What follows belongs to an exercise in optimizing a design on an open flow for small area, a short achievable clock period and few clock cycles; a production flow would make more cautious choices.
Only simulation tests tie the RTL to the original design; equivalence was not proved.
Power and IR drop assume default switching activity.

==> flow/design.v, too long to show whole: its modules and the start of the top module <==
// module fib: 140 lines
// module fib_rom: 1458 lines
module fib (
        ap_clk,
        ap_rst,
        ap_start,
        ap_done,
        ap_idle,
        ap_ready,
        n,
        ap_return
);
  // ...
==> flow/flow/run.sh <==
#!/bin/bash
# The standard layout, with plain buffers (rather than delay cells) on the ports, and sizing free
# to change a cell's footprint so those buffers and the logic can be resized for timing.
set -euo pipefail
bash standard.sh \
  "BUFFER_PORTS_ARGS=-buffer_cell sky130_fd_sc_hd__buf_2" \
  MATCH_CELL_FOOTPRINT=0 \
  finish > standard_flow.log 2>&1
==> flow/standard.sh <==
#!/bin/bash
# synth_recipe.tcl (not shown) runs the flow's synth.tcl, then flattens the netlist and writes it again
# the make line also repeats each setting of config.mk as NAME=value (left out here)
make -C /OpenROAD-flow-scripts/flow DESIGN_CONFIG=/design/flow/config.mk WORK_HOME=/design/flow/orfs CLKGATE_MAP_FILE= SYNTH_SCRIPT=/design/flow/synth_recipe.tcl "${@:-finish}"
==> flow/config.mk <==
export PLATFORM = sky130hd
export DESIGN_NAME = fib
export DESIGN_NICKNAME = fib
export VERILOG_FILES = /design/flow/design.v
export SDC_FILE = /design/flow/constraint.sdc
export NUM_CORES = 4
export LEC_CHECK = 0
export ABC_AREA = 1
export CAP_MARGIN = 20
export CELL_PAD_IN_SITES_DETAIL_PLACEMENT = 1
export CELL_PAD_IN_SITES_GLOBAL_PLACEMENT = 2
export CORE_MARGIN = 2
export CORE_UTILIZATION = 30
export CTS_BUF_LIST = sky130_fd_sc_hd__clkbuf_8
export CTS_CLUSTER_SIZE = 30
export PLACE_DENSITY = 0.35
export SETUP_SLACK_MARGIN = 1.8
export SLEW_MARGIN = 20
==> flow/constraint.sdc <==
create_clock -name core_clock -period 4.5 [get_ports {ap_clk}]
set_input_delay 0.9000 -clock core_clock [delete_from_list [all_inputs] [get_ports {ap_clk}]]
set_output_delay 0.9000 -clock core_clock [all_outputs]
set_load 0.01 [all_outputs]
==> summary.md, run 1 <==
| Metric | Value |
|---|---|
| Outcome | finished clean |
| FF-to-FF setup slack | between 2 and 2.5 ns |
| Post-DP HPWL | around 54 mm |
| Hold Path Depth | 0 |
| Clk pwr share | 0.269 |
| Crit path max-delay family | simple AND/OR/NAND/NOR gates |
| Area delta synth->final | 20.39% |
| Register area | 3458 um2 |
| Synthesized net count | 1508 |
| # clk buffers | 18 |
| RSZ-0062 raised after global routing | yes |
| Number of global-route vias before repair | roughly 12000 |
| Setup TNS | 0 ns |
| DRC | 0 |
| Post-CTS Hold Fix Bufs | 0 |
| Vias per cell | 6.162 |
| Worst Tran Pin Value | 0.9305 ns |
| Cell Int Power | 2.515 mW |
| Drt total wl | approximately 71 mm |
| Pre-antenna DRT Iters | 5 |
| GR Util met1 | 0.5447 |
| Row Count | 65 |
| Slowest stage cell, crit path | nand2_2 |
| Hold Crit Endpoint | b[8] |
| FMAX | 0.3539 GHz |
| Busiest layer in global routing | met2 |
| Multi-input comb cells | ~1100 |
| Largest net degree at the start of global routing | 72 |
| GRT Total Usage | 0.4279 |
| EDFF count, synth | 1 |
Testbench counts, summed over its fixed seeds: cycles 1,024.
==> run 2: changes to the inputs <==
--- a/flow/config.mk
+++ b/flow/config.mk
@@ -13,4 +13,3 @@
 export CORE_UTILIZATION = 30
-export CTS_BUF_LIST = sky130_fd_sc_hd__clkbuf_8
-export CTS_CLUSTER_SIZE = 30
+export GPL_TIMING_DRIVEN = 0
 export PLACE_DENSITY = 0.35
==> run 2 against run 1 <==
Against the previous run: still clean; die area unchanged; combinational power increased by 11%; clock skew decreased by 0.012 ns; register-to-register slack got worse by 0.05 ns; first-iteration DRC count increased by 11%; flip-flop and latch count unchanged; critical path depth increased by 5; routed wire length increased by 6.8%; critical path type unchanged; critical endpoint is now a[12]; largest power group unchanged.
==> summary.md, run 2 <==
| Metric | Value |
|---|---|
| Worst Hold Class | reg -> reg (unchanged) |
| Core Area | 31310 um2 (unchanged) |
| GR Util met1 | 0.5562 (was 0.5447) |
| Most common cell in the netlist | nand2_1 (unchanged) |
| Slowest stage cell, crit path | nor2_4 (was nand2_2) |
| Initial antenna violation count | 1 (was 3) |
| I/O pin count | 102 (unchanged) |
| Fin util | 0.3916 (was 0.3640) |
| Gr ovfl total | 0 (unchanged) |
| Most common cell after layout, fill and taps aside | nand2_1 (unchanged) |
| M2 GR Usage | 0.6389 (was 0.6152) |
| Final min period | 2.801 ns (was 2.826 ns) |
| Clock tree from TritonCTS | done (unchanged) |
| GRT Total Usage | 0.4525 (was 0.4279) |
| Clock sinks | 172 (unchanged) |
| Final Cycle Share | 0.6225 (was 0.6280) |
| Setup TNS | 0 ns (unchanged) |
| WHS | 0.3180 ns (was 0.3258 ns) |
| Area delta synth->final | 29.52% (was 20.39%) |
| Leak pwr | 5.691 nW (was 5.439 nW) |
| Final setup vio count | 0 (unchanged) |
| Sequential share of the synthesized area | 0.3647 (unchanged) |
| Area of the multi-input gates | 5801 um2 (was 5319 um2) |
| R2R Path End | a[11] (was r[31]) |
| Initial core utilization | 0.3024 (unchanged) |
| Worst setup path endpoint | a[12] (was a[57]) |
| Final Hold Viols | 0 (unchanged) |
| Post-detailed-route count of antenna-violating nets | 0 (unchanged) |
| CP cell instances | buf_4 > clkinv_8 > ha_1 > inv_1 > nor2_1 > nor2_4 > nor2_1 > nand2_1 > nand2_1 > a21oi_1 > nand2_1 > o21ai_1 > inv_1 (was buf_2 > clkinvlp_4 > nand2_2 > nand2_1 > inv_1 > nand3_1 > nand3_1 > nand2_1) |
| Register area | 3453 um2 (was 3458 um2) |
| Post-DP HPWL | 56.56 mm (was 54.28 mm) |
| Commonest cells in the netlist | nand2_1, dfxtp_1, nand3_1 (unchanged) |
| Setup slack after layout | 1.699 ns (was 1.674 ns) |
| Synth Area per Inst | 6.539 um2 (unchanged) |
| FMAX | 0.3570 GHz (was 0.3539 GHz) |
| Htree depth | 4 (unchanged) |
| FF-to-FF setup slack | 1.96 ns (was 2.01 ns) |
| Worst reg2reg path startpoint | busy (was ph[0]) |
| Outcome | finished clean (unchanged) |
| Dominant synthesized flop cell | dfxtp_1 (unchanged) |
| Pwr/cell area | 400.0 nW/um2 (was 379.1 nW/um2) |
| CP arrival | 3.17 ns (was 3.24 ns) |
| WL/cell | 37.10 um (was 35.22 um) |
| First-pass GRT wire length | 101.0 mm (was 97.55 mm) |
| Busiest layer in global routing | met2 (unchanged) |
| Yosys cell types | 40 (unchanged) |
| Reg clk slew, reported paths | 0.08 ns (was 0.10 ns) |
| Pre-CTS setup slack | 0.02568 ns (was 0.5060 ns) |
| EDFF count, synth | 1 (unchanged) |
| Most frequent CP cell | nand2_1 |
| Synthesis-stage register bit count | 172 (unchanged) |
| RSZ-0062 raised after global routing | yes (unchanged) |
| CP endpoint kind | register (unchanged) |
| Fillers | 4015 (was 4030) |
| Synth area leaders | dfxtp_1, nand2_1, nand3_1 (unchanged) |
| Fraction of layout cells with a size suffix above 1 | 0.2414 (was 0.1832) |
| Pre-antenna DRT Iters | 9 (was 5) |
| WS Path Type | in -> reg (unchanged) |
| DR iter-0 viols | 1840 (was 1657) |
| Pwr Total | 4.905 mW (was 4.321 mW) |
| Vias | 12845 (was 12342) |
| Clock latency (worst-skew pair) | 0.47 ns (was 0.53 ns) |
| Die area | 33000 um2 (unchanged) |
| Routability congestion estimate | 1.188 (was 1.146) |
| Post-CTS Hold Fix Bufs | 0 (unchanged) |
| Mapped cell area | 9468 um2 (unchanged) |
| Syn. warnings | 1 (unchanged) |
| Largest net degree at the start of global routing | 22 (was 72) |
| Max-cap viol count | 0 (unchanged) |
| Largest registers | a (64), b (64), r (32) (unchanged) |
| Final Max Slew Viols | 0 (unchanged) |
| CP Launch Point | n[1] (was n[3]) |
| Drt total wl | 75.34 mm (was 70.55 mm) |
| Met3 Use GR | 0.1621 (was 0.1334) |
| Worst Tran Pin Value | 1.230 ns (was 0.9305 ns) |
| CP peak stage delay | 0.31 ns (was 0.52 ns) |
| Synthesized net count | 1508 (unchanged) |
| Path depth of the worst reg2reg path | 5 (was 11) |
| Gate Count Post-Synth | 1448 (unchanged) |
| Row Count | 65 (unchanged) |
| Clock root cell | clkbuf_16 (was clkbuf_8) |
| Slew HR | 0.1803 (was 0.3731) |
| Worst Setup Start Kind | input port (unchanged) |
| CTS Buf Count | 17 (unchanged) |
| IO buf count | 100 (was 101) |
| Die W | 181.7 um (unchanged) |
| Number of global-route vias before repair | 12371 (was 12419) |
| Total Nets Final | 1675 (was 1646) |
| Area fraction of the dominant cell type after synthesis | 0.3616 (unchanged) |
| Vias per cell | 6.324 (was 6.162) |
| DRC | 0 (unchanged) |
| Maximum fanout along the worst path | 13 (was 12) |
| Max Buffers Root-to-Sink | 2 (unchanged) |
| Peak supply drop | 0.0002984 V (was 0.0002897 V) |
| Yosys top cell by area | dfxtp_1 (unchanged) |
| Clock skew | 0.01247 ns (was 0.02494 ns) |
| FFs w/ async S/R, synth | 0 (unchanged) |
| WP data required | 4.87 ns (was 4.91 ns) |
| Die Y | 181.7 um (unchanged) |
| Commonest cells after routing, fill and taps aside | nand2_1, dfxtp_1, nand3_1 (unchanged) |
-- run 2: cell counts after synthesis --
No cell type changed its count.
-- run 2: stage by stage --
stage | area (um2) | instances
2_1_floorplan | 9468 | 1448
3_3_place_gp | 10470 | 1950
3_5_place_dp | 10490 | 1951
4_1_cts | 11870 | 2007
5_1_grt | 12260 | 2030
6_report | 12260 | 2031
-- run 2: worst min path at each step --
stage | from | end | slack (ns) | depth (start not counted)
after floorplan | b[1] | b[0] | 0.31 | 0
after global placement | r[9] | r[8] | 0.31 | 0
after detailed placement | b[42] | b[41] | 0.31 | 0
after CTS | r[19] | r[18] | 0.32 | 0
after global routing | b[25] | b[24] | 0.33 | 0
final | r[19] | r[18] | 0.32 | 0
-- run 2: logic make-up (layout without fill, tap and decap cells) --
kind of cell | count (synthesis) | after routing | synth area share
fa+ha+maj | 25 | 25 | 0.03383
simple gates | 750 | 750 | 0.3345
other cells | 0 | 1 | 0
compound gates | 308 | 308 | 0.1824
flops | 172 | 172 | 0.3647
buf+inv | 193 | 373 | 0.08458
-- run 2: metal layers --
layer,routed length (um),share of wire
met1,28370,0.38
met2,29730,0.39
met3,9980,0.13
met4,7124,0.095
met5,134,0.0018
-- run 2: timing repair --
| item | 4_1_cts | 5_1_grt |
|---|---|---|
| pin swaps | 16 | 9 |
| buffers inserted | 24 | 23 |
| setup endpoints to repair | 65 | 55 |
| gates resized for setup | 213 | 63 |
-- run 2: area by class of cell --
type | instances | share of cell area
tap | 402 | 0.04102
inverter | 122 | 0.04132
clock buffer | 17 | 0.03469
antenna | 1 | 0.0002041
multi-input combinational | 1083 | 0.4730
buffer | 71 | 0.03428
timing repair buffer | 148 | 0.07448
sequential | 172 | 0.2816
clock inverter | 15 | 0.01939
-- run 2: worst max-delay path, delay by kind of cell --
| kind | cells | cell delay, ns |
|---|---|---|
| compound gates | 2 | 0.34 |
| fa+ha+maj | 1 | 0.24 |
| buf+inv | 4 | 0.59 |
| simple gates | 6 | 1.08 |
-- run 2: where the power goes --
| part | switching, mW | internal [mW] | total [mW] |
|---|---|---|---|
| clock | 0.795 | 0.826 | 1.62 |
| combinational | 1.08 | 0.385 | 1.47 |
| sequential | 0.0941 | 1.72 | 1.82 |
| total | 1.97 | 2.93 | 4.90 |
==> module fib, before the edit <==
module fib (
        ap_clk,
        ap_rst,
        ap_start,
        ap_done,
        ap_idle,
        ap_ready,
        n,
        ap_return
);
input   ap_clk;
input   ap_rst;
input   ap_start;
output   ap_done;
output   ap_idle;
output   ap_ready;
input  [31:0] n;
output  [63:0] ap_return;
reg busy;         
reg done_r;       
reg init;         
reg [5:0] ph;     
reg cy;           
reg bw;           
reg nz;           
reg [63:0] a;     
reg [63:0] b;     
reg [31:0] r;     
wire in_tab = (n[31:7] == 25'd0);
wire [63:0] rom;
fib_rom u_rom (
    .x0(n[6]), .x1(n[5]), .x2(n[4]), .x3(n[3]), .x4(n[2]), .x5(n[1]), .x6(n[0]),
    .z00(rom[0]),
    .z01(rom[1]),
    .z02(rom[2]),
    .z03(rom[3]),
    .z04(rom[4]),
    .z05(rom[5]),
    .z06(rom[6]),
    .z07(rom[7]),
    .z08(rom[8]),
    .z09(rom[9]),
    .z10(rom[10]),
    .z11(rom[11]),
    .z12(rom[12]),
    .z13(rom[13]),
    .z14(rom[14]),
    .z15(rom[15]),
    .z16(rom[16]),
    .z17(rom[17]),
    .z18(rom[18]),
    .z19(rom[19]),
    .z20(rom[20]),
    .z21(rom[21]),
    .z22(rom[22]),
    .z23(rom[23]),
    .z24(rom[24]),
    .z25(rom[25]),
    .z26(rom[26]),
    .z27(rom[27]),
    .z28(rom[28]),
    .z29(rom[29]),
    .z30(rom[30]),
    .z31(rom[31]),
    .z32(rom[32]),
    .z33(rom[33]),
    .z34(rom[34]),
    .z35(rom[35]),
    .z36(rom[36]),
    .z37(rom[37]),
    .z38(rom[38]),
    .z39(rom[39]),
    .z40(rom[40]),
    .z41(rom[41]),
    .z42(rom[42]),
    .z43(rom[43]),
    .z44(rom[44]),
    .z45(rom[45]),
    .z46(rom[46]),
    .z47(rom[47]),
    .z48(rom[48]),
    .z49(rom[49]),
    .z50(rom[50]),
    .z51(rom[51]),
    .z52(rom[52]),
    .z53(rom[53]),
    .z54(rom[54]),
    .z55(rom[55]),
    .z56(rom[56]),
    .z57(rom[57]),
    .z58(rom[58]),
    .z59(rom[59]),
    .z60(rom[60]),
    .z61(rom[61]),
    .z62(rom[62]),
    .z63(rom[63])
);
wire ph0  = (ph == 6'd0);
wire ph63 = (ph == 6'd63);
wire a0 = a[0];
wire b0 = b[0];
wire cin = ph0 ? 1'b0 : cy;
wire s = a0 ^ b0 ^ cin;
wire a_in = init ? 1'b0 : b0;
wire b_in = init ? ph0 : s;
wire r0 = r[0];
wire bin = ph0 ? 1'b1 : bw;
wire dec = ph[5] ? r0 : (r0 ^ bin);
wire r_in = init ? n[ph[4:0]] : dec;
wire nz_n = ph[5] ? nz : ((~ph0 & nz) | dec);
wire last = ph63 & (init ? n[31] : ~nz);
always @(posedge ap_clk) begin
    a <= busy ? {a_in, a[63:1]} : rom;
    b <= {b_in, b[63:1]};
    r <= {r_in, r[31:1]};
    cy <= (a0 & b0) | (cin & (a0 ^ b0));
    bw <= ~r0 & bin;
    nz <= nz_n;
    ph <= busy ? ph + 6'd1 : 6'd0;
    init <= busy ? (init & ~ph63) : 1'b1;
end
always @(posedge ap_clk) begin
    if (ap_rst) begin
        busy <= 1'b0;
        done_r <= 1'b0;
    end else if (~busy) begin
        busy <= ap_start;
        done_r <= ap_start & in_tab;
    end else if (done_r) begin
        busy <= 1'b0;
        done_r <= 1'b0;
    end else begin
        done_r <= last;
    end
end
assign ap_done = done_r;
assign ap_ready = done_r;
assign ap_idle = ~ap_start & ~busy;
assign ap_return = a;
endmodule
==> run 3: changes to the inputs <==
--- a/flow/design.v
+++ b/flow/design.v
@@ -20,2 +20,3 @@
 reg done_r;       
+reg idle_r;       
 reg init;         
@@ -108,3 +109,3 @@
 wire dec = ph[5] ? r0 : (r0 ^ bin);
-wire r_in = init ? n[ph[4:0]] : dec;
+wire r_in = init ? r0 : dec;
 wire nz_n = ph[5] ? nz : ((~ph0 & nz) | dec);
@@ -114,3 +115,3 @@
     b <= {b_in, b[63:1]};
-    r <= {r_in, r[31:1]};
+    r <= busy ? {r_in, r[31:1]} : n;
     cy <= (a0 & b0) | (cin & (a0 ^ b0));
@@ -124,2 +125,3 @@
         busy <= 1'b0;
+        idle_r <= 1'b1;
         done_r <= 1'b0;
@@ -127,2 +129,3 @@
         busy <= ap_start;
+        idle_r <= ~ap_start;
         done_r <= ap_start & in_tab;
@@ -130,2 +133,3 @@
         busy <= 1'b0;
+        idle_r <= 1'b1;
         done_r <= 1'b0;
@@ -137,3 +141,3 @@
 assign ap_ready = done_r;
-assign ap_idle = ~ap_start & ~busy;
+assign ap_idle = ~ap_start & idle_r;
 assign ap_return = a;
--- a/flow/config.mk
+++ b/flow/config.mk
@@ -13,3 +13,4 @@
 export CORE_UTILIZATION = 30
-export GPL_TIMING_DRIVEN = 0
+export CTS_BUF_LIST = sky130_fd_sc_hd__clkbuf_8
+export CTS_CLUSTER_SIZE = 20
 export PLACE_DENSITY = 0.35
==> run 3 against run 2 <==
Against the previous run: largest power group unchanged; via count down 3.5%; sequential power about the same; non-clock buffer count decreased by 29; power down 12%; critical endpoint is now a[27]; clock skew up 0.0083 ns; worst setup slack got worse by 0.032 ns; highest routed layer unchanged.
==> summary.md, run 3 <==
| Metric | Value |
|---|---|
| Outcome | finished clean (unchanged) |
| Vias per cell | 6.117 (was 6.324) |
| Initial antenna violation count | 2 (was 1) |
| Htree depth | 4 (unchanged) |
| Die W | 182.6 um (was 181.7 um) |
| Sw Ratio | 0.4109 (was 0.4020) |
| Most common cell after layout, fill and taps aside | nand2_1 (unchanged) |
| Peak supply drop | 0.0003685 V (was 0.0002984 V) |
| Commonest cells after routing, fill and taps aside | nand2_1, dfxtp_1, nand3_1 (unchanged) |
| Seq pwr share | 0.421 (was 0.370) |
| Clock latency (worst-skew pair) | 0.54 ns (was 0.47 ns) |
| CP peak stage delay | 0.34 ns (was 0.31 ns) |
| EDFF count, synth | 1 (unchanged) |
| I/O pin count | 102 (unchanged) |
| Row Count | 65 (unchanged) |
| Sequential share of the synthesized area | 0.3629 (was 0.3647) |
| Post-synthesis mux area share | 0 (unchanged) |
| Gr ovfl total | 0 (unchanged) |
| Post-detailed-route count of antenna-violating nets | 0 (unchanged) |
| Synthesized net count | 1534 (was 1508) |
| DRC | 0 (unchanged) |
| Number of global-route vias before repair | 12153 (was 12371) |
| Placed cell count | 1985 (was 1951) |
| Combinational Power Share | 0.307 (was 0.299) |
| WS Path Type | in -> reg (unchanged) |
| Post-Synth Simple-Gate Area | 0.3525 (was 0.3345) |
| Fin util | 0.3650 (was 0.3916) |
| Syn. warnings | 1 (unchanged) |
| CP endpoint kind | register (unchanged) |
| Post-route cell area | 11490 um2 (was 12260 um2) |
| Area delta synth->final | 20.03% (was 29.52%) |
| Compound-cell area share of the yosys netlist | 0.1690 (was 0.1824) |
| Worst Hold Class | reg -> reg (unchanged) |
| Reg clk slew, reported paths | 0.11 ns (was 0.08 ns) |
| Synth area leaders | dfxtp_1, nand2_1, nand3_1 (unchanged) |
| Slew HR | 0.3390 (was 0.1803) |
| Final Cycle Share | 0.6296 (was 0.6225) |
| WP data required | 4.97 ns (was 4.87 ns) |
| Total Nets Final | 1670 (was 1675) |
| Synth Area per Inst | 6.494 um2 (was 6.539 um2) |
| Final Hold Viols | 0 (unchanged) |
| Fraction of layout cells with a size suffix above 1 | 0.1788 (was 0.2414) |
| Pre-antenna DRT Iters | 6 (was 9) |
| FFs w/ async S/R, synth | 0 (unchanged) |
| Largest registers | a (64), b (64), r (32) (unchanged) |
| Vias | 12393 (was 12845) |
| Worst Tran Pin Value | 0.9879 ns (was 1.230 ns) |
| RSZ-0062 raised after global routing | yes (unchanged) |
| Net Sw Power | 1.777 mW (was 1.972 mW) |
| Yosys cell types | 45 (was 40) |
| Core Area | 31470 um2 (was 31310 um2) |
| FMAX | 0.3530 GHz (was 0.3570 GHz) |
| WL/cell | 34.32 um (was 37.10 um) |
| First-pass GRT wire length | 96.19 mm (was 101.0 mm) |
| Leak pwr | 5.539 nW (was 5.691 nW) |
| Post-DP HPWL | 53.73 mm (was 56.56 mm) |
| CP arrival | 3.30 ns (was 3.17 ns) |
| Routability congestion estimate | 1.127 (was 1.188) |
| Synth Area in XOR/XNOR | 0 (unchanged) |
| Synthesis-stage register bit count | 173 (was 172) |
| Clk pwr share | 0.272 (was 0.331) |
| CTS Buf Count | 17 (unchanged) |
| Largest family of logic cells by synthesized area | simple AND/OR/NAND/NOR gates (unchanged) |
| Clock skew | 0.02079 ns (was 0.01247 ns) |
| CP cell instances | buf_2 > clkinvlp_4 > buf_4 > ha_4 > nor2_1 > inv_1 > nand3_1 > a21oi_1 > nor2_1 > nor3_1 > nand2_1 > nand2_1 (was buf_4 > clkinv_8 > ha_1 > inv_1 > nor2_1 > nor2_4 > nor2_1 > nand2_1 > nand2_1 > a21oi_1 > nand2_1 > o21ai_1 > inv_1) |
| Maximum fanout along the worst path | 8 (was 13) |
| Die Y | 182.6 um (was 181.7 um) |
| Final std cells w/o fill | 2026 (was 2031) |
| Final min period | 2.833 ns (was 2.801 ns) |
| Mapped cell area | 9572 um2 (was 9468 um2) |
| DR iter-0 viols | 2038 (was 1840) |
| Clock root cell | clkbuf_8 (was clkbuf_16) |
| Setup TNS | 0 ns (unchanged) |
| Largest net degree at the start of global routing | 66 (was 22) |
| Most common cell in the netlist | nand2_1 (unchanged) |
| Pwr/cell area | 376.4 nW/um2 (was 400.0 nW/um2) |
| GRT Total Usage | 0.4207 (was 0.4525) |
| Cell Int Power | 2.547 mW (was 2.933 mW) |
| Worst Setup Start Kind | input port (unchanged) |
| IO buf count | 101 (was 100) |
| Max Buffers Root-to-Sink | 2 (unchanged) |
| Drt total wl | 69.53 mm (was 75.34 mm) |
| Gate Count Post-Synth | 1474 (was 1448) |
| Final Max Slew Viols | 0 (unchanged) |
| Yosys top cell by area | dfxtp_1 (unchanged) |
| Post-DP Area | 10880 um2 (was 10490 um2) |
| Die area | 33350 um2 (was 33000 um2) |
| Commonest cells in the netlist | nand2_1, dfxtp_1, nand3_1 (unchanged) |
| Final setup vio count | 0 (unchanged) |
| Fillers | 4084 (was 4015) |
| Clock tree from TritonCTS | done (unchanged) |
| Dominant synthesized flop cell | dfxtp_1 (unchanged) |
| Synth Area in Adders | 0.03346 (was 0.03383) |
| Initial core utilization | 0.3041 (was 0.3024) |
| Max-cap viol count | 0 (unchanged) |
| Slowest stage cell, crit path | nand3_1 (was nor2_4) |
| Clock sinks | 173 (was 172) |
| Area fraction of the dominant cell type after synthesis | 0.3597 (was 0.3616) |
## run 3: changes by cell type in the layout (fill, tap and decap cells not counted), moves of 14 or more
cell       previous run  this run
clkbuf_1             16         0
nand2_4              16         1
nand2_2              34        20
nor2_4               19         5
buf_4                52        86
clkbuf_8              0        18
clkbuf_16            17         0
nor2_1              112       127
nand2_1             341       425
buf_2               118       101
## run 3: metal layers
layer | up-vias | global-route usage | share of wire
met3 | 329 | 0.1213 | 0.11
li1 | 5148 | - | -
met2 | 913 | 0.6024 | 0.40
met4 | 2 | 0.3442 | 0.10
met5 | - | 0 | 0.00013
met1 | 6001 | 0.5226 | 0.39
## run 3: path summary, 6_finish.rpt
kind          from  endpoint  slack, ns  depth (start not counted)
max           n[0]     a[27]       1.67                         12
min          b[15]     b[14]       0.32                          0
max reg2reg   busy     a[27]       2.51                          6
min reg2reg  b[15]     b[14]       0.32                          0
## run 3: kinds of logic (layout without fill, tap and decap cells)
logic type,count (synthesis),in the layout
AND/OR/NAND/NOR,797,797
other,0,2
flip-flops,173,173
AO/OA/AOI/OAI,287,287
buffers and inverters,192,340
adder cells (fa/ha/maj),25,25
## run 3: power groups by stage
| stage | clock (mW) | sequential, mW | combinational [mW] |
|---|---|---|---|
| 6_report | 1.17 | 1.82 | 1.33 |
| 5_1_grt | 1.26 | 1.84 | 1.37 |
| 3_5_place_dp | 0 | 1.86 | 1.22 |
| 3_3_place_gp | 0 | 1.85 | 1.24 |
| 4_1_cts | 1.20 | 1.82 | 1.23 |
| 2_1_floorplan | 0 | 1.85 | 0.563 |
## run 3: critical path: cells and delay by family
family	cells	cell delay, ns
AOI/OAI and AO/OA	1	0.25
buffers and inverters	4	0.76
adders and majority gates	1	0.33
and+or+nand+nor	6	1.04
## run 3: stage by stage
step | hold WS [ns] | power [mW] | setup WS [ns]
global route | 0.3371 | 4.466 | 1.749
CTS | 0.3318 | 4.256 | 1.677
finish | 0.3216 | 4.324 | 1.667
floorplan | 0.3096 | 2.412 | 1.894
global placement | 0.3106 | 3.099 | 0.6199
detailed placement | 0.3132 | 3.078 | 0.7494
## run 3: area by class of cell
type,count,area [um2],area share
Antenna cell,2,5.005,0.0004356
Clock buffer,18,247.7,0.02156
Clock inverter,13,148.9,0.01296
Inverter,119,459.2,0.03997
Multi-Input combinational cell,1109,5436,0.4732
Sequential cell,173,3477,0.3027
Tap cell,402,503.0,0.04378
Timing Repair Buffer,190,1211,0.1054
## run 3: what timing repair did
action	CTS	global route
gates resized for setup	14	32
hold buffers	0	0
hold endpoints to repair	0	0
setup buffers	0	8
pin swaps	0	3
endpoints found under the setup margin	33	36
Testbench counts of run 3, summed over its fixed seeds: cycles 1,024.
==> run 4: changes to the inputs <==
--- a/flow/config.mk
+++ b/flow/config.mk
@@ -16,3 +16,3 @@
 export PLACE_DENSITY = 0.35
-export SETUP_SLACK_MARGIN = 1.8
+export SETUP_SLACK_MARGIN = 2.0
 export SLEW_MARGIN = 20
==> run 4 against run 3 <==
Against the previous run: routed wire length increased by 2.7%; register-to-register slack got worse by 0.26 ns; flip-flop and latch count unchanged; largest cell class unchanged; largest power group unchanged; worst setup slack improved by 0.16 ns.
==> summary.md, run 4 <==
| Metric | Value |
|---|---|
| Final Cycle Share | 0.5932 (was 0.6296) |
| Compound-cell area share of the yosys netlist | 0.1690 (unchanged) |
| Post-Synth Simple-Gate Area | 0.3525 (unchanged) |
| Gr ovfl total | 0 (unchanged) |
| Sequential share of the synthesized area | 0.3629 (unchanged) |
| Setup TNS | 0 ns (unchanged) |
| Pwr Total | 4.422 mW (was 4.324 mW) |
| Final Max Slew Viols | 0 (unchanged) |
| Outcome | finished clean (unchanged) |
| WS Path Type | in -> reg (unchanged) |
| Syn. warnings | 1 (unchanged) |
| RSZ-0062 raised after global routing | yes (unchanged) |
| Worst reg2reg path startpoint | busy (unchanged) |
| Setup slack after layout | 1.831 ns (was 1.667 ns) |
| GRT Total Usage | 0.4312 (was 0.4207) |
| Leak pwr | 5.771 nW (was 5.539 nW) |
| FFs w/ async S/R, synth | 0 (unchanged) |
| Path depth of the worst reg2reg path | 6 (unchanged) |
| Register area | 3477 um2 (unchanged) |
| Largest registers | a (64), b (64), r (32) (unchanged) |
| Slew HR | 0.3588 (was 0.3390) |
| Die W | 182.6 um (unchanged) |
| Peak supply drop | 0.0003221 V (was 0.0003685 V) |
| Worst Tran Pin Value | 0.9607 ns (was 0.9879 ns) |
| Worst Hold Class | reg -> reg (unchanged) |
| DRC | 0 (unchanged) |
| Total Nets Final | 1703 (was 1670) |
| R2R Path End | a[20] (was a[27]) |
| Maximum fanout along the worst path | 32 (was 8) |
| Worst Setup Start Kind | input port (unchanged) |
| Die Y | 182.6 um (unchanged) |
| Area fraction of the dominant cell type after synthesis | 0.3597 (unchanged) |
| Clock sinks | 173 (unchanged) |
| Synthesis-stage register bit count | 173 (unchanged) |
| Max Buffers Root-to-Sink | 2 (unchanged) |
| Synth Area per Inst | 6.494 um2 (unchanged) |
| Most common cell after layout, fill and taps aside | nand2_1 (unchanged) |
| Max layer used | met5 (unchanged) |
| Gate Count Post-Synth | 1474 (unchanged) |
| Placed cell count | 2002 (was 1985) |
| WP data required | 4.88 ns (was 4.97 ns) |
| Largest family of logic cells by synthesized area | simple AND/OR/NAND/NOR gates (unchanged) |
| Synth area leaders | dfxtp_1, nand2_1, nand3_1 (unchanged) |
| Post-detailed-route count of antenna-violating nets | 0 (unchanged) |
| Post-synthesis mux area share | 0 (unchanged) |
| Fin util | 0.3848 (was 0.3650) |
| Mapped cell area | 9572 um2 (unchanged) |
| EDFF count, synth | 1 (unchanged) |
| Worst setup path endpoint | a[25] (was a[27]) |
| Vias per cell | 6.104 (was 6.117) |
| FF-to-FF setup slack | 2.25 ns (was 2.51 ns) |
| I/O pin count | 102 (unchanged) |
| Pwr/cell area | 365.1 nW/um2 (was 376.4 nW/um2) |
| Max-cap viol count | 0 (unchanged) |
| Area delta synth->final | 26.52% (was 20.03%) |
| Clock root cell | clkbuf_8 (unchanged) |
| Post-CTS Hold Fix Bufs | 0 (unchanged) |
| Met1 wire length | 27.56 mm (was 27.12 mm) |
| CTS Buf Count | 17 (unchanged) |
| CP arrival | 3.04 ns (was 3.30 ns) |
| Clock tree from TritonCTS | done (unchanged) |
| Vias | 12569 (was 12393) |
| FMAX | 0.3746 GHz (was 0.3530 GHz) |
| Number of global-route vias before repair | 12433 (was 12153) |
| Final min period | 2.669 ns (was 2.833 ns) |
| Htree depth | 4 (unchanged) |
| Row Count | 65 (unchanged) |
| Fillers | 4026 (was 4084) |
| Dominant synthesized flop cell | dfxtp_1 (unchanged) |
| Fraction of layout cells with a size suffix above 1 | 0.2301 (was 0.1788) |
| CP endpoint kind | register (unchanged) |
| Drt total wl | 71.39 mm (was 69.53 mm) |
| DR iter-0 viols | 1858 (was 2038) |
| Reg clk slew, reported paths | 0.10 ns (was 0.11 ns) |
| Pre-antenna DRT Iters | 7 (was 6) |
| Clock latency (worst-skew pair) | 0.52 ns (was 0.54 ns) |
| IO buf count | 101 (unchanged) |
| Die area | 33350 um2 (unchanged) |
| DR WL met3 | 8.051 mm (was 7.400 mm) |
| Final std cells w/o fill | 2059 (was 2026) |
| Initial core utilization | 0.3041 (unchanged) |
| Initial antenna violation count | 3 (was 2) |
| Commonest cells in the netlist | nand2_1, dfxtp_1, nand3_1 (unchanged) |
| Routability congestion estimate | 1.125 (was 1.127) |
| WL/cell | 34.67 um (was 34.32 um) |
| Synth Area in XOR/XNOR | 0 (unchanged) |
| Metal2 WL | 29.10 mm (was 27.87 mm) |
| Area of the multi-input gates | 5718 um2 (was 5436 um2) |
| Pre-CTS setup slack | 0.6494 ns (was 0.7494 ns) |
| First-pass GRT wire length | 98.63 mm (was 96.19 mm) |
| Final setup vio count | 0 (unchanged) |
| WHS | 0.3283 ns (was 0.3216 ns) |
| Largest net degree at the start of global routing | 61 (was 66) |
| Post-DP HPWL | 54.28 mm (was 53.73 mm) |
| Commonest cells after routing, fill and taps aside | nand2_1, dfxtp_1, nand3_1 (unchanged) |
| Yosys cell types | 45 (unchanged) |
| Yosys top cell by area | dfxtp_1 (unchanged) |
| Most common cell in the netlist | nand2_1 (unchanged) |
| Post-DP Area | 11010 um2 (was 10880 um2) |
| Synthesized net count | 1534 (unchanged) |
| Core Area | 31470 um2 (unchanged) |
| Synth Area in Adders | 0.03346 (unchanged) |
| Final Hold Viols | 0 (unchanged) |
| Clock skew | 0.01435 ns (was 0.02079 ns) |
| Post-route cell area | 12110 um2 (was 11490 um2) |
| CP Launch Point | n[3] (was n[0]) |
## run 4: cell counts after synthesis
No cell type changed its count.
## run 4: repair_timing
action / in CTS / in global routing
setup buffers: 7 / 17
resized for setup: 64 / 77
endpoints found under the setup margin: 60 / 54
cloned: 0 / 0
pin swaps: 6 / 11
## run 4: worst max-delay path: stages
cell      delay, ns
clkbuf_4       0.26
inv_2          0.13
buf_12         0.27
nand2_2        0.11
buf_4          0.20
nor2_2         0.25
o31ai_1        0.21
nor3_4         0.43
buf_4          0.18
o21ai_0        0.06
## run 4: cell families (layout without fill, tap and decap cells)
logic type | Yosys count | in the layout
fa+ha+maj | 25 | 25
other cells | 0 | 1
buf+inv | 192 | 374
compound gates | 287 | 287
flops | 173 | 173
simple gates | 797 | 797
## run 4: metal layers
| metal | global-route usage | vias to the layer above |
|---|---|---|
| met4 | 0.3145 | 2 |
| met1 | 0.5311 | 6049 |
| li1 | - | 5219 |
| met5 | 0 | - |
| met2 | 0.6269 | 981 |
| met3 | 0.1429 | 318 |
## run 4: final cells by class
class / count / area share
clock inverter: 13 / 0.01178
timing repair buffer: 223 / 0.1265
inverter: 119 / 0.03916
multi-input combinational: 1109 / 0.4722
tap: 402 / 0.04153
antenna: 1 / 0.0002066
sequential: 173 / 0.2871
clock buffer: 19 / 0.02159
## run 4: how the worst min path moves through the flow
stage / start / endpoint / slack, ns / depth (start not counted)
6_report: b[7] / b[6] / 0.33 / 0
5_1_grt: b[35] / b[34] / 0.34 / 0
4_1_cts: b[7] / b[6] / 0.33 / 0
3_5_place_dp: b[35] / b[34] / 0.31 / 0
3_3_place_gp: b[28] / b[27] / 0.31 / 0
2_1_floorplan: b[1] / b[0] / 0.31 / 0
## run 4: report_power, final
group	internal [mW]	total, mW	switching (mW)
Clock	0.488	1.18	0.695
Sequential	1.72	1.83	0.108
Combinational	0.401	1.41	1.01
Total	2.61	4.42	1.82
==> run 5: changes to the inputs <==
--- a/flow/config.mk
+++ b/flow/config.mk
@@ -13,6 +13,4 @@
 export CORE_UTILIZATION = 30
-export CTS_BUF_LIST = sky130_fd_sc_hd__clkbuf_8
-export CTS_CLUSTER_SIZE = 20
 export PLACE_DENSITY = 0.35
-export SETUP_SLACK_MARGIN = 2.0
+export SETUP_SLACK_MARGIN = 2.3
 export SLEW_MARGIN = 20
==> run 5 against run 4 <==
Against the previous run: sequential share of layout area fell by 3.4 points; register-to-register slack improved by 0.27 ns; clock power rose by 31%; core utilization rose by 5.2 points; via count rose by 2.5%; synthesized cell count did not move; maximum frequency rose by 8.7%.
==> summary.md, run 5 <==
| Metric | Value |
|---|---|
| Fraction of layout cells with a size suffix above 1 | 0.3385 (was 0.2301) |
| Core Area | 31470 um2 (unchanged) |
| Commonest cells in the netlist | nand2_1, dfxtp_1, nand3_1 (unchanged) |
| Clock latency (worst-skew pair) | 0.47 ns (was 0.52 ns) |
| DR iter-0 viols | 1842 (was 1858) |
| Pwr/cell area | 362.7 nW/um2 (was 365.1 nW/um2) |
| WP data required | 4.92 ns (was 4.88 ns) |
| Htree depth | 4 (unchanged) |
| Row Count | 65 (unchanged) |
| Worst Tran Pin Value | 0.6674 ns (was 0.9607 ns) |
| Slew HR | 0.5503 (was 0.3588) |
| IO buf count | 101 (unchanged) |
| Synth area leaders | dfxtp_1, nand2_1, nand3_1 (unchanged) |
| Final Max Slew Viols | 0 (unchanged) |
| Post-DP Area | 10770 um2 (was 11010 um2) |
| Final setup vio count | 0 (unchanged) |
| Final min period | 2.457 ns (was 2.669 ns) |
| Area delta synth->final | 43.59% (was 26.52%) |
| Sequential share of the synthesized area | 0.3629 (unchanged) |
| Yosys top cell by area | dfxtp_1 (unchanged) |
| Gate Count Post-Synth | 1474 (unchanged) |
| Reg clk slew, reported paths | 0.08 ns (was 0.10 ns) |
| Worst hold start | b[45] (was b[7]) |
| FF-to-FF setup slack | 2.52 ns (was 2.25 ns) |
| Worst Setup Start Kind | input port (unchanged) |
| Initial antenna violation count | 4 (was 3) |
| Leak pwr | 6.259 nW (was 5.771 nW) |
| Max-cap viol count | 0 (unchanged) |
| Clock sinks | 173 (unchanged) |
| Synth Area per Inst | 6.494 um2 (unchanged) |
| Clock tree from TritonCTS | done (unchanged) |
| CTS Buf Count | 17 (unchanged) |
| Peak supply drop | 0.0002858 V (was 0.0003221 V) |
| Pwr Total | 4.985 mW (was 4.422 mW) |
| Worst Hold Class | reg -> reg (unchanged) |
| Syn. warnings | 1 (unchanged) |
| Clock root cell | clkbuf_16 (was clkbuf_8) |
| WL/cell | 34.56 um (was 34.67 um) |
| Vias | 12878 (was 12569) |
| WS Path Type | in -> reg (unchanged) |
| Die W | 182.6 um (unchanged) |
| GRT Total Usage | 0.4242 (was 0.4312) |
| Gr ovfl total | 0 (unchanged) |
| RSZ-0062 raised after global routing | yes (unchanged) |
| Synthesized net count | 1534 (unchanged) |
| Routability congestion estimate | 1.135 (was 1.125) |
| FFs w/ async S/R, synth | 0 (unchanged) |
| FMAX | 0.4071 GHz (was 0.3746 GHz) |
| Mapped cell area | 9572 um2 (unchanged) |
| EDFF count, synth | 1 (unchanged) |
| I/O pin count | 102 (unchanged) |
| Area fraction of the dominant cell type after synthesis | 0.3597 (unchanged) |
| Post-CTS Hold Fix Bufs | 0 (unchanged) |
| Maximum fanout along the worst path | 8 (was 32) |
| Most common cell in the netlist | nand2_1 (unchanged) |
| CP arrival | 2.88 ns (was 3.04 ns) |
| CP Launch Point | n[0] (was n[3]) |
| Initial core utilization | 0.3041 (unchanged) |
| Fin util | 0.4367 (was 0.3848) |
| Worst reg2reg path startpoint | busy (unchanged) |
| Outcome | finished clean (unchanged) |
| Clock skew | 0.01124 ns (was 0.01435 ns) |
| Largest registers | a (64), b (64), r (32) (unchanged) |
| Total Nets Final | 1723 (was 1703) |
| CP endpoint kind | register (unchanged) |
| Vias per cell | 6.200 (was 6.104) |
| Fillers | 3890 (was 4026) |
| Drt total wl | 71.78 mm (was 71.39 mm) |
| Final Hold Viols | 0 (unchanged) |
| Post-DP HPWL | 51.10 mm (was 54.28 mm) |
| Pre-antenna DRT Iters | 8 (was 7) |
| First-pass GRT wire length | 98.08 mm (was 98.63 mm) |
| Setup TNS | 0 ns (unchanged) |
| Final Cycle Share | 0.5459 (was 0.5932) |
| N_diodes | 0 (was 1) |
| Largest net degree at the start of global routing | 60 (was 61) |
| Die Y | 182.6 um (unchanged) |
| DRC | 0 (unchanged) |
| Commonest cells after routing, fill and taps aside | nand2_1, dfxtp_1, nand3_1 (unchanged) |
| Max Buffers Root-to-Sink | 2 (unchanged) |
| Post-route cell area | 13740 um2 (was 12110 um2) |
| Number of global-route vias before repair | 12706 (was 12433) |
| Yosys cell types | 45 (unchanged) |
| Die area | 33350 um2 (unchanged) |
| Dominant synthesized flop cell | dfxtp_1 (unchanged) |
| Most common cell after layout, fill and taps aside | nand2_1 (unchanged) |
| Synthesis-stage register bit count | 173 (unchanged) |
| Post-detailed-route count of antenna-violating nets | 0 (unchanged) |
-- run 5: changes by cell type in the layout (fill, tap and decap cells not counted), sizes merged --
cell    before  now
inv        119  116
buf        221  238
clkbuf      21   23
diode        1    0
clkinv       4    7
-- run 5: routing by layer --
| layer | vias up | share of wire | track usage |
|---|---|---|---|
| li1 | 5276 | - | - |
| met1 | 6144 | 0.37 | 0.5130 |
| met2 | 1075 | 0.40 | 0.6175 |
| met3 | 381 | 0.13 | 0.1405 |
| met4 | 2 | 0.097 | 0.3323 |
| met5 | - | 0.00020 | 0 |
-- run 5: repair_timing --
item / 4_1_cts / 5_1_grt
setup buffers: 44 / 46
cloned: 2 / 2
resized for setup: 264 / 168
endpoints found under the setup margin: 65 / 61
pin swaps: 31 / 56
-- run 5: cell type report --
type / count / area, um2 / share of cell area
clock buffer: 18 / 450.4 / 0.03277
multi-input combinational: 1109 / 6665 / 0.4849
tap: 402 / 503.0 / 0.03660
inverter: 119 / 546.8 / 0.03978
clock inverter: 13 / 146.4 / 0.01065
timing repair buffer: 243 / 1956 / 0.1423
sequential: 173 / 3477 / 0.2530
-- run 5: where the power goes --
part           switching, mW  leakage [nW]  internal, mW
registers              0.106          1.45          1.72
logic                   1.11          4.52         0.500
clock network          0.732         0.295         0.816
-- run 5: kinds of logic after synthesis --
| family | Yosys count | share of synthesized area |
|---|---|---|
| and+or+nand+nor | 797 | 0.3526 |
| AOI/OAI and AO/OA | 287 | 0.1690 |
| buffers and inverters | 192 | 0.08209 |
| DFF | 173 | 0.3629 |
| adders and majority gates | 25 | 0.03346 |
-- run 5: path summary, 6_finish.rpt --
check,to,depth (start not counted)
setup / recovery,a[12],11
hold / removal,b[44],0
setup reg to reg,done_r,7
hold reg to reg,b[44],0
-- run 5: critical path, stage by stage --
cell	delay, ns
buf_16	0.10
clkinvlp_4	0.11
buf_12	0.17
ha_4	0.28
buf_8	0.15
buf_6	0.12
o211ai_1	0.54
nand2_1	0.19
o31ai_2	0.10
a21boi_1	0.12
nand2_1	0.08
-- run 5: metrics by stage --
stage | setup slack (ns) | hold slack [ns] | instances
floorplan | 2.193 | 0.3096 | 1474
global placement | 0.7387 | 0.3123 | 1952
detailed placement | 0.8329 | 0.3132 | 1952
CTS | 2.201 | 0.3242 | 2029
global route | 2.105 | 0.3292 | 2077
finish | 2.043 | 0.3223 | 2077
==> run 6: changes to the inputs <==
--- a/flow/config.mk
+++ b/flow/config.mk
@@ -12,4 +12,4 @@
 export CORE_MARGIN = 2
-export CORE_UTILIZATION = 30
-export PLACE_DENSITY = 0.35
+export CORE_UTILIZATION = 40
+export PLACE_DENSITY = 0.45
 export SETUP_SLACK_MARGIN = 2.3
==> run 6 against run 5 <==
Against the previous run: the flow now stops in 5_1_grt; synthesized area unchanged; synthesized cell count unchanged.
==> summary.md, run 6 <==
| Metric | Value |
|---|---|
| Synth area leaders | dfxtp_1, nand2_1, nand3_1 (unchanged) |
| WEP type | register input |
| Routability congestion estimate | 1.373 (was 1.135) |
| Gr ovfl total | 12 |
| Gate Count Post-Synth | 1474 (unchanged) |
| Post-CTS Hold Fix Bufs | 0 (unchanged) |
| Mapped cell area | 9572 um2 (unchanged) |
| Outcome | stopped before the end (was finished clean) |
| Area fraction of the dominant cell type after synthesis | 0.3597 (unchanged) |
| I/O pin count | 102 (unchanged) |
| Clock sinks | 173 (unchanged) |
| Row Count | 56 (was 65) |
| Syn. warnings | 1 (unchanged) |
| Most common cell in the netlist | nand2_1 (unchanged) |
| CTS Buf Count | 17 (unchanged) |
| IO buf count | 101 (unchanged) |
| Max Buffers Root-to-Sink | 2 (unchanged) |
| EDFF count, synth | 1 (unchanged) |
| FFs w/ async S/R, synth | 0 (unchanged) |
| Clock root cell | clkbuf_16 (unchanged) |
| Yosys top cell by area | dfxtp_1 (unchanged) |
| Synthesis-stage register bit count | 173 (unchanged) |
| Failing step | 5_1_grt |
| Dominant synthesized flop cell | dfxtp_1 (unchanged) |
| First Err | [ERROR GRT-0232] Routing congestion too high. Check the congestion heatmap in the GUI. |
| GRT Total Usage | 0.6653 |
| Worst endpoint, post-GRT repair | a[29]$_DFF_P_/D |
| Post-DP HPWL | 42.91 mm (was 51.10 mm) |
| Yosys cell types | 45 (unchanged) |
| Synthesized net count | 1534 (unchanged) |
| Htree depth | 4 (unchanged) |
| Pre-CTS setup slack | 1.112 ns (was 0.8329 ns) |
| Sequential share of the synthesized area | 0.3629 (unchanged) |
| Initial core utilization | 0.4078 (was 0.3041) |
| Die Y | 158.7 um (was 182.6 um) |
| Synth Area per Inst | 6.494 um2 (unchanged) |
| Die W | 158.7 um (was 182.6 um) |
| Largest net degree at the start of global routing | 62 |
| Commonest cells in the netlist | nand2_1, dfxtp_1, nand3_1 (unchanged) |
run 6: cell counts after synthesis:
No cell type changed its count.
run 6: repair_timing:
item / 4_1_cts
setup endpoints to repair: 64
resized for setup: 166
pin swaps: 18
buffers inserted: 29
run 6: how the worst max path moves through the flow:
stage                     startpoint     to  slack [ns]  cells past startpoint
after global placement          n[0]  a[51]        1.09                     12
after CTS                       n[4]   a[9]        2.21                      9
after detailed placement        n[0]  a[51]        1.11                     12
after floorplan                 n[0]   a[6]        2.19                     12
run 6: logic make-up after synthesis:
kind of cell	after synthesis	share of synthesized area
simple gates	797	0.3526
compound gates	287	0.1690
buf+inv	192	0.08209
fa+ha+maj	25	0.03346
flops	173	0.3629
run 6: power groups by stage:
stage | logic [mW] | registers [mW] | clock network [mW]
4_1_cts | 1.21 | 1.83 | 1.64
3_5_place_dp | 1.10 | 1.86 | 0
3_3_place_gp | 1.11 | 1.86 | 0
2_1_floorplan | 0.589 | 1.85 | 0
run 6: metrics by stage:
stage | cells | hold slack (ns) | area (um2) | utilization
floorplan | 1474 | 0.3096 | 9762 | -
global placement | 1854 | 0.3115 | 10540 | 0.4492
detailed placement | 1854 | 0.3132 | 10540 | 0.4492
CTS | 1915 | 0.3293 | 11950 | 0.5089
run 6: layer usage:
layer	global-route usage	GRT overflow
met3	0.5561	0
met2	0.7998	4
met5	0.3147	0
met1	0.6790	0
met4	0.5955	8
==> run 7: changes to the inputs <==
--- a/flow/config.mk
+++ b/flow/config.mk
@@ -12,4 +12,6 @@
 export CORE_MARGIN = 2
-export CORE_UTILIZATION = 40
-export PLACE_DENSITY = 0.45
+export CORE_UTILIZATION = 30
+export CTS_BUF_LIST = sky130_fd_sc_hd__clkbuf_8
+export CTS_CLUSTER_SIZE = 20
+export PLACE_DENSITY = 0.35
 export SETUP_SLACK_MARGIN = 2.3
==> run 7 against run 6 <==
Against the previous run: synthesized area stayed put; now clean on timing, DRC and antenna; synthesized cell count stayed put.
==> summary.md, run 7 <==
| Metric | Value |
|---|---|
| Outcome | finished clean (was stopped before the end) |
| Drt total wl | 71.34 mm |
| Initial antenna violation count | 3 |
| Met1 wire length | around 27 mm |
| Row Count | 65 (was 56) |
| Vias | 12737 |
| DRC | 0 |
| Fillers | 3930 |
| Syn. warnings | 1 (unchanged) |
| Setup TNS | 0 ns |
| Mapped cell area | 9572 um2 (unchanged) |
| Clock tree from TritonCTS | done |
| Compound-cell area share of the yosys netlist | 0.1690 (unchanged) |
| Worst Hold Class | reg -> reg |
| Max Buffers Root-to-Sink | 2 (unchanged) |
| Synth Area per Inst | 6.494 um2 (unchanged) |
| FMAX | 0.4249 GHz |
| Htree depth | 4 (unchanged) |
| Clock root cell | clkbuf_8 (was clkbuf_16) |
| Cell Int Power | ~2.7 mW |
| Synth Area in XOR/XNOR | 0 (unchanged) |
| First-pass GRT wire length | 97.32 mm |
| Most common cell after layout, fill and taps aside | nand2_1 |
| Clock latency (worst-skew pair) | between 0.5 and 0.6 ns |
| Sw Ratio | 0.4089 |
| Post-DP HPWL | 51.10 mm (was 42.91 mm) |
| Most common cell in the netlist | nand2_1 (unchanged) |
| GRT Total Usage | 0.4226 |
| Post-synthesis mux area share | 0 (unchanged) |
| Sequential share of the synthesized area | 0.3629 (unchanged) |
| CP endpoint kind | register |
| Routability congestion estimate | 1.135 (was 1.373) |
| Seq pwr share | 0.399 |
| Synthesis-stage register bit count | 173 (unchanged) |
| Max-cap viol count | 0 |
| Setup slack after layout | 2.147 ns |
| Metal2 WL | 28.96 mm |
| WL/cell | 34.56 um |
| Net Sw Power | 1.867 mW |
| Final Hold Viols | 0 |
| Fraction of layout cells with a size suffix above 1 | 0.3064 |
| Pwr Total | 4.566 mW |
| Synthesized net count | 1534 (unchanged) |
| Total Nets Final | 1709 |
| Largest registers | a (64), b (64), r (32) |
| WS Path Type | in -> reg |
| Pre-CTS setup slack | 0.8329 ns (was 1.112 ns) |
| Largest family of logic cells by synthesized area | simple AND/OR/NAND/NOR gates (unchanged) |
| Commonest cells after routing, fill and taps aside | nand2_1, dfxtp_1, nand3_1 |
| Area delta synth->final | 37.11% |
| Maximum fanout along the worst path | 7 |
| Number of global-route vias before repair | 12517 |
| Clock skew | 0.02288 ns |
| Initial core utilization | 0.3041 (was 0.4078) |
| Die W | 182.6 um (was 158.7 um) |
| CTS Buf Count | 17 (unchanged) |
| Synth Area in Adders | 0.03346 (unchanged) |
| DR iter-0 viols | 1875 |
| Clk pwr share | 0.262 |
| Max layer used | met5 |
| Post-DP Area | 10770 um2 (was 10540 um2) |
| Clock sinks | 173 (unchanged) |
| CP arrival | 2.82 ns |
| WP data required | 4.97 ns |
| Worst Tran Pin Value | 0.6917 ns |
| Reg clk slew, reported paths | about 0.11 ns |
| IO buf count | 101 (unchanged) |
| Die area | about 33000 um2 |
| RSZ-0062 raised after global routing | yes |
| Synth area leaders | dfxtp_1, nand2_1, nand3_1 (unchanged) |
| Area fraction of the dominant cell type after synthesis | 0.3597 (unchanged) |
| Combinational Power Share | 0.339 |
| Final setup vio count | 0 |
| Largest net degree at the start of global routing | 60 |
| EDFF count, synth | 1 (unchanged) |
| WHS | roughly 0.32 ns |
| Post-route cell area | 13120 um2 |
| Commonest cells in the netlist | nand2_1, dfxtp_1, nand3_1 (unchanged) |
| Worst Setup Start Kind | input port |
| Gate Count Post-Synth | 1474 (unchanged) |
| Peak supply drop | 0.0002865 V |
| FFs w/ async S/R, synth | 0 (unchanged) |
| Final min period | approximately 2.4 ns |
| Vias per cell | 6.171 |
| Yosys top cell by area | dfxtp_1 (unchanged) |
| Post-Synth Simple-Gate Area | 0.3525 (unchanged) |
| I/O pin count | 102 (unchanged) |
| Pwr/cell area | about 350 nW/um2 |
| Gr ovfl total | 0 |
| Dominant synthesized flop cell | dfxtp_1 (unchanged) |
| Leak pwr | 6.049 nW |
| Core Area | 31470 um2 |
| DR WL met3 | 8.462 mm |
| Slew HR | 0.5340 |
| Post-detailed-route count of antenna-violating nets | 0 |
| Final Max Slew Viols | 0 |
| Pre-antenna DRT Iters | 7 |
| Final Cycle Share | 0.5230 |
| Die Y | 182.6 um (was 158.7 um) |
| Yosys cell types | 45 (unchanged) |
## run 7: cell families (layout without fill, tap and decap cells)
| family | count (synthesis) | count (layout) |
|---|---|---|
| other cells | 0 | 1 |
| buf+inv | 192 | 379 |
| fa+ha+maj | 25 | 25 |
| simple gates | 797 | 797 |
| compound gates | 287 | 287 |
| flops | 173 | 173 |
## run 7: per-stage QoR
step | std cells | utilization
2_1_floorplan | 1474 | -
3_3_place_gp | 1952 | 0.3423
3_5_place_dp | 1952 | 0.3423
4_1_cts | 2019 | 0.3870
5_1_grt | 2063 | 0.4169
6_report | 2064 | 0.4170
## run 7: power by group through the flow
stage                     Combinational, mW  Clock (mW)  Sequential [mW]
after CTS                              1.34        1.22             1.82
final                                  1.55        1.20             1.82
after floorplan                       0.589           0             1.85
after global routing                   1.59        1.28             1.84
after global placement                 1.21           0             1.86
after detailed placement               1.19           0             1.86
## run 7: routing by layer
| layer | GRT usage | up-vias |
|---|---|---|
| met1 | 0.5155 | 6126 |
| met2 | 0.6117 | 1005 |
| met3 | 0.1351 | 359 |
| met5 | 0 | - |
| met4 | 0.3352 | 2 |
| li1 | - | 5245 |
## run 7: path summary, 6_finish.rpt
kind	to	cells past startpoint	slack, ns	start
worst max register to register	done_r	7	2.56	busy
worst min-delay path	b[44]	0	0.32	b[45]
worst max-delay path	a[27]	13	2.15	n[0]
worst min register to register	b[44]	0	0.32	b[45]
## run 7: cell type report
| cell class | count | area, um2 | share of cell area |
|---|---|---|---|
| tap | 402 | 503.0 | 0.03833 |
| clock buffer | 17 | 234.0 | 0.01783 |
| multi-input combinational | 1109 | 6397 | 0.4875 |
| clock inverter | 14 | 176.4 | 0.01344 |
| sequential | 173 | 3477 | 0.2649 |
| antenna | 1 | 2.502 | 0.0001907 |
| inverter | 119 | 523.0 | 0.03985 |
| timing repair buffer | 229 | 1810 | 0.1380 |
## run 7: worst max-delay path, cell delays in order
cell	delay (ns)
buf_16	0.10
clkinvlp_4	0.11
buf_12	0.16
ha_4	0.37
buf_8	0.14
nor2_4	0.05
clkinv_4	0.11
nand3_4	0.13
a21oi_1	0.16
nor2_1	0.08
nor3_2	0.18
nand2_2	0.19
nand2_1	0.11
## run 7: timing repair
action / CTS / global route
cloned: 1 / 2
endpoints found under the hold margin: 0 / 0
resized for setup: 197 / 158
pin swaps: 19 / 46
endpoints found under the setup margin: 65 / 61
hold buffers: 0 / 0
setup buffers: 35 / 42
==> run 8: changes to the inputs <==
--- a/flow/config.mk
+++ b/flow/config.mk
@@ -14,5 +14,5 @@
 export CTS_BUF_LIST = sky130_fd_sc_hd__clkbuf_8
-export CTS_CLUSTER_SIZE = 20
+export CTS_CLUSTER_SIZE = 15
 export PLACE_DENSITY = 0.35
-export SETUP_SLACK_MARGIN = 2.3
+export SETUP_SLACK_MARGIN = 2.5
 export SLEW_MARGIN = 20
==> run 8 against run 7 <==
Against the previous run: critical endpoint is now a[10]; critical path type unchanged; global-route usage up 2.8 points; sequential share of layout area shrank 2.5 points; highest routed layer unchanged; routed wire length up 4.7%; power up 3.5%; worst hold slack lost 0.0019 ns; synthesized area stayed put.
==> summary.md, run 8 <==
| Metric | Value |
|---|---|
| Commonest cells in the netlist | nand2_1, dfxtp_1, nand3_1 (unchanged) |
| Initial core utilization | 0.3041 (unchanged) |
| R2R Path End | a[17] (was done_r) |
| Max-cap viol count | 0 (unchanged) |
| Die W | 182.6 um (unchanged) |
| Fraction of layout cells with a size suffix above 1 | 0.4213 (was 0.3064) |
| Setup TNS | 0 ns (unchanged) |
| First-pass GRT wire length | 103.0 mm (was 97.32 mm) |
| Post-detailed-route count of antenna-violating nets | 0 (unchanged) |
| Area delta synth->final | 52.65% (was 37.11%) |
| Combinational Power Share | 0.378 (was 0.339) |
| Largest net degree at the start of global routing | 60 (unchanged) |
| FMAX | 0.4114 GHz (was 0.4249 GHz) |
| Synth Area per Inst | 6.494 um2 (unchanged) |
| Worst Tran Pin Value | 0.9798 ns (was 0.6917 ns) |
| Reg clk slew, reported paths | 0.11 ns (about the same) |
| Yosys top cell by area | dfxtp_1 (unchanged) |
| Sw Ratio | 0.4240 (was 0.4089) |
| Final min period | 2.431 ns (was 2.353 ns) |
| Gate Count Post-Synth | 1474 (unchanged) |
| Post-DP Area | 10910 um2 (was 10770 um2) |
| Largest family of logic cells by synthesized area | simple AND/OR/NAND/NOR gates (unchanged) |
| I/O pin count | 102 (unchanged) |
| FF-to-FF setup slack | 2.49 ns (was 2.56 ns) |
| Area fraction of the dominant cell type after synthesis | 0.3597 (unchanged) |
| Routability congestion estimate | 1.093 (was 1.135) |
| Worst Setup Start Kind | input port (unchanged) |
| Core Area | 31470 um2 (unchanged) |
| Outcome | finished clean (unchanged) |
| Sequential share of the synthesized area | 0.3629 (unchanged) |
| Clk pwr share | 0.237 (was 0.262) |
| EDFF count, synth | 1 (unchanged) |
| Syn. warnings | 1 (unchanged) |
| Net Sw Power | 2.004 mW (was 1.867 mW) |
| Placed cell count | 1960 (was 1952) |
| Dominant synthesized flop cell | dfxtp_1 (unchanged) |
| Htree depth | 4 (unchanged) |
| Slew HR | 0.3468 (was 0.5340) |
| Yosys cell types | 45 (unchanged) |
| Initial antenna violation count | 1 (was 3) |
| Peak supply drop | 0.0003572 V (was 0.0002865 V) |
| Post-route cell area | 14610 um2 (was 13120 um2) |
| Post-DP HPWL | 54.53 mm (was 51.10 mm) |
| Gr ovfl total | 0 (unchanged) |
| Area of the multi-input gates | 7300 um2 (was 6397 um2) |
| Most common cell in the netlist | nand2_1 (unchanged) |
| Largest registers | a (64), b (64), r (32) (unchanged) |
| Commonest cells after routing, fill and taps aside | nand2_1, dfxtp_1, buf_4 (was nand2_1, dfxtp_1, nand3_1) |
| Total Nets Final | 1756 (was 1709) |
| Clock latency (worst-skew pair) | 0.53 ns (was 0.54 ns) |
| Synth Area in Adders | 0.03346 (unchanged) |
| Final Hold Viols | 0 (unchanged) |
| Die area | 33350 um2 (unchanged) |
| CP endpoint kind | register (unchanged) |
| Drt total wl | 74.70 mm (was 71.34 mm) |
| Maximum fanout along the worst path | 11 (was 7) |
| Fin util | 0.4642 (was 0.4170) |
| Pre-antenna DRT Iters | 6 (was 7) |
| Hold Path Depth | 0 (unchanged) |
| RSZ-0062 raised after global routing | yes (unchanged) |
| Die Y | 182.6 um (unchanged) |
| FFs w/ async S/R, synth | 0 (unchanged) |
| Clock tree from TritonCTS | done (unchanged) |
| Path depth of the worst reg2reg path | 5 (was 7) |
| Final Cycle Share | 0.5401 (was 0.5230) |
| Max Buffers Root-to-Sink | 2 (unchanged) |
| Hold Crit Endpoint | b[7] (was b[44]) |
| Clock skew | 0.01727 ns (was 0.02288 ns) |
| Row Count | 65 (unchanged) |
| GRT Total Usage | 0.4509 (was 0.4226) |
| Seq pwr share | 0.385 (was 0.399) |
| Leak pwr | 6.520 nW (was 6.049 nW) |
| Synth area leaders | dfxtp_1, nand2_1, nand3_1 (unchanged) |
| Vias | 13077 (was 12737) |
| Worst reg2reg path startpoint | busy (unchanged) |
| WP data required | 4.96 ns (was 4.97 ns) |
| Final setup vio count | 0 (unchanged) |
| Post-synthesis mux area share | 0 (unchanged) |
| Worst hold start | b[8] (was b[45]) |
| Number of global-route vias before repair | 13005 (was 12517) |
| WL/cell | 35.37 um (was 34.56 um) |
| Pwr/cell area | 323.5 nW/um2 (was 347.9 nW/um2) |
| Register area | 3502 um2 (was 3477 um2) |
| Clock sinks | 173 (unchanged) |
| Cell Int Power | 2.723 mW (was 2.699 mW) |
| Worst Hold Class | reg -> reg (unchanged) |
| Final std cells w/o fill | 2112 (was 2064) |
| DR iter-0 viols | 1745 (was 1875) |
| Vias per cell | 6.192 (was 6.171) |
| IO buf count | 101 (unchanged) |
| DRC | 0 (unchanged) |
| Final Max Slew Viols | 0 (unchanged) |
| Mapped cell area | 9572 um2 (unchanged) |
| Most common cell after layout, fill and taps aside | nand2_1 (unchanged) |
| Clock root cell | clkbuf_8 (unchanged) |
| CTS Buf Count | 17 (unchanged) |
| Synthesized net count | 1534 (unchanged) |
| Fillers | 3875 (was 3930) |
| Synth Area in XOR/XNOR | 0 (unchanged) |
| Synthesis-stage register bit count | 173 (unchanged) |
| CP arrival | 2.89 ns (was 2.82 ns) |
| Post-Synth Simple-Gate Area | 0.3525 (unchanged) |
| Compound-cell area share of the yosys netlist | 0.1690 (unchanged) |
| WS Path Type | in -> reg (unchanged) |
## run 8: changes by cell type in the layout (fill, tap and decap cells not counted), moves of 22 or more
cell     before  now
nand2_1     374  344
buf_6        11   33
a21oi_2      12   34
nand3_1     138  106
buf_4        99  121
o21ai_0      70   47
nand3_2      15   42
## run 8: cell type report
type	instances	share of cell area
multi-input combinational	1109	0.4996
clock inverter	14	0.008734
tap	402	0.03442
clock buffer	18	0.01696
sequential	173	0.2397
antenna	1	0.0001713
timing repair buffer	276	0.1578
inverter	119	0.04264
## run 8: logic make-up (layout without fill, tap and decap cells)
logic type | Yosys count | after routing
and+or+nand+nor | 797 | 797
AOI/OAI and AO/OA | 287 | 287
buffers and inverters | 192 | 427
other | 0 | 1
DFF | 173 | 173
adders and majority gates | 25 | 25
## run 8: worst max-delay path by stage
stage                     start  endpoint  slack, ns
after floorplan            n[0]      a[6]       2.19
after global placement     n[0]     a[23]       0.77
after detailed placement   n[0]     a[23]       0.84
after CTS                  n[0]     a[18]       2.22
after global routing       n[1]     a[50]       2.06
final                      n[1]     a[10]       2.07
## run 8: what timing repair did
item	CTS	global route
pin swaps	73	108
hold buffers	0	0
setup endpoints to repair	82	74
resized for setup	420	209
buffers inserted	73	45
cloned	1	0
## run 8: per-layer routing
layer	GRT usage	part of all wire
met1	0.5482	0.38
met2	0.6608	0.41
met3	0.1443	0.11
met4	0.3442	0.099
met5	0	0.00017
## run 8: through the flow
step / hold WS [ns] / worst slack, ns / power [mW]
finish: 0.3164 / 2.069 / 4.727
global route: 0.3334 / 2.063 / 4.867
CTS: 0.3309 / 2.216 / 4.497
detailed placement: 0.3135 / 0.8387 / 3.101
global placement: 0.3128 / 0.7703 / 3.114
floorplan: 0.3096 / 2.193 / 2.447
## run 8: power groups by stage
stage	Combinational [mW]	Sequential, mW	Clock (mW)
floorplan	0.598	1.85	0
global placement	1.26	1.86	0
detailed placement	1.24	1.86	0
CTS	1.53	1.83	1.14
global route	1.83	1.84	1.20
finish	1.79	1.82	1.12
## run 8: worst max-delay path, stage by stage
cell	delay, ns
buf_12	0.15
buf_12	0.17
ha_4	0.20
nor2_4	0.28
inv_1	0.22
o21ai_1	0.26
nand3_1	0.18
nand4_1	0.26
o21ai_0	0.14
nor2_1	0.11

## what the ideal ports hide
The results above use ideal ports. As a check the final layouts listed here were re-extracted and re-timed, cells and wires unchanged.
Step 1 (the two cells are an assumption about what drives the block):
set clk [get_ports {ap_clk}]
set_driving_cell -lib_cell sky130_fd_sc_hd__clkbuf_16 $clk
set_driving_cell -lib_cell sky130_fd_sc_hd__buf_2 [delete_from_list [all_inputs] $clk]
Step 2 moves the port delays by t, midway between the first and last clock arrival at a register: inputs arrive t later, outputs are due t later. That takes back most of the time a late clock gives input paths.
Three values: ideal, step 1, step 2; two values: the first two.
run | t (ns) | setup slack, ns | hold WS [ns] | cell pins on the clock port's net
run 1 | 0.573 | 1.674 / 1.705 / 1.132 | 0.326 / 0.326 / 0.326 | 1
run 2 | 0.522 | 1.699 / 1.728 / 1.206 | 0.318 / 0.318 / 0.318 | 1
run 3 | 0.576 | 1.667 / 1.700 / 1.125 | 0.322 / 0.322 / 0.322 | 1
run 4 | 0.571 | 1.831 / 1.863 / 1.292 | 0.328 / 0.328 / 0.328 | 1
run 5 | 0.518 | 2.043 / 2.012 / 1.493 | 0.322 / 0.322 / 0.322 | 1
run 7 | 0.579 | 2.147 / 2.116 / 1.537 | 0.318 / 0.318 / 0.318 | 1
run 8 | 0.571 | 2.069 / 2.064 / 1.493 | 0.316 / 0.316 / 0.316 | 1
After both steps setup and hold are still met in every run listed. For run 7, which loses most, drivers alone change the setup slack by -0.031 ns; drivers and shift together by -0.610 ns.
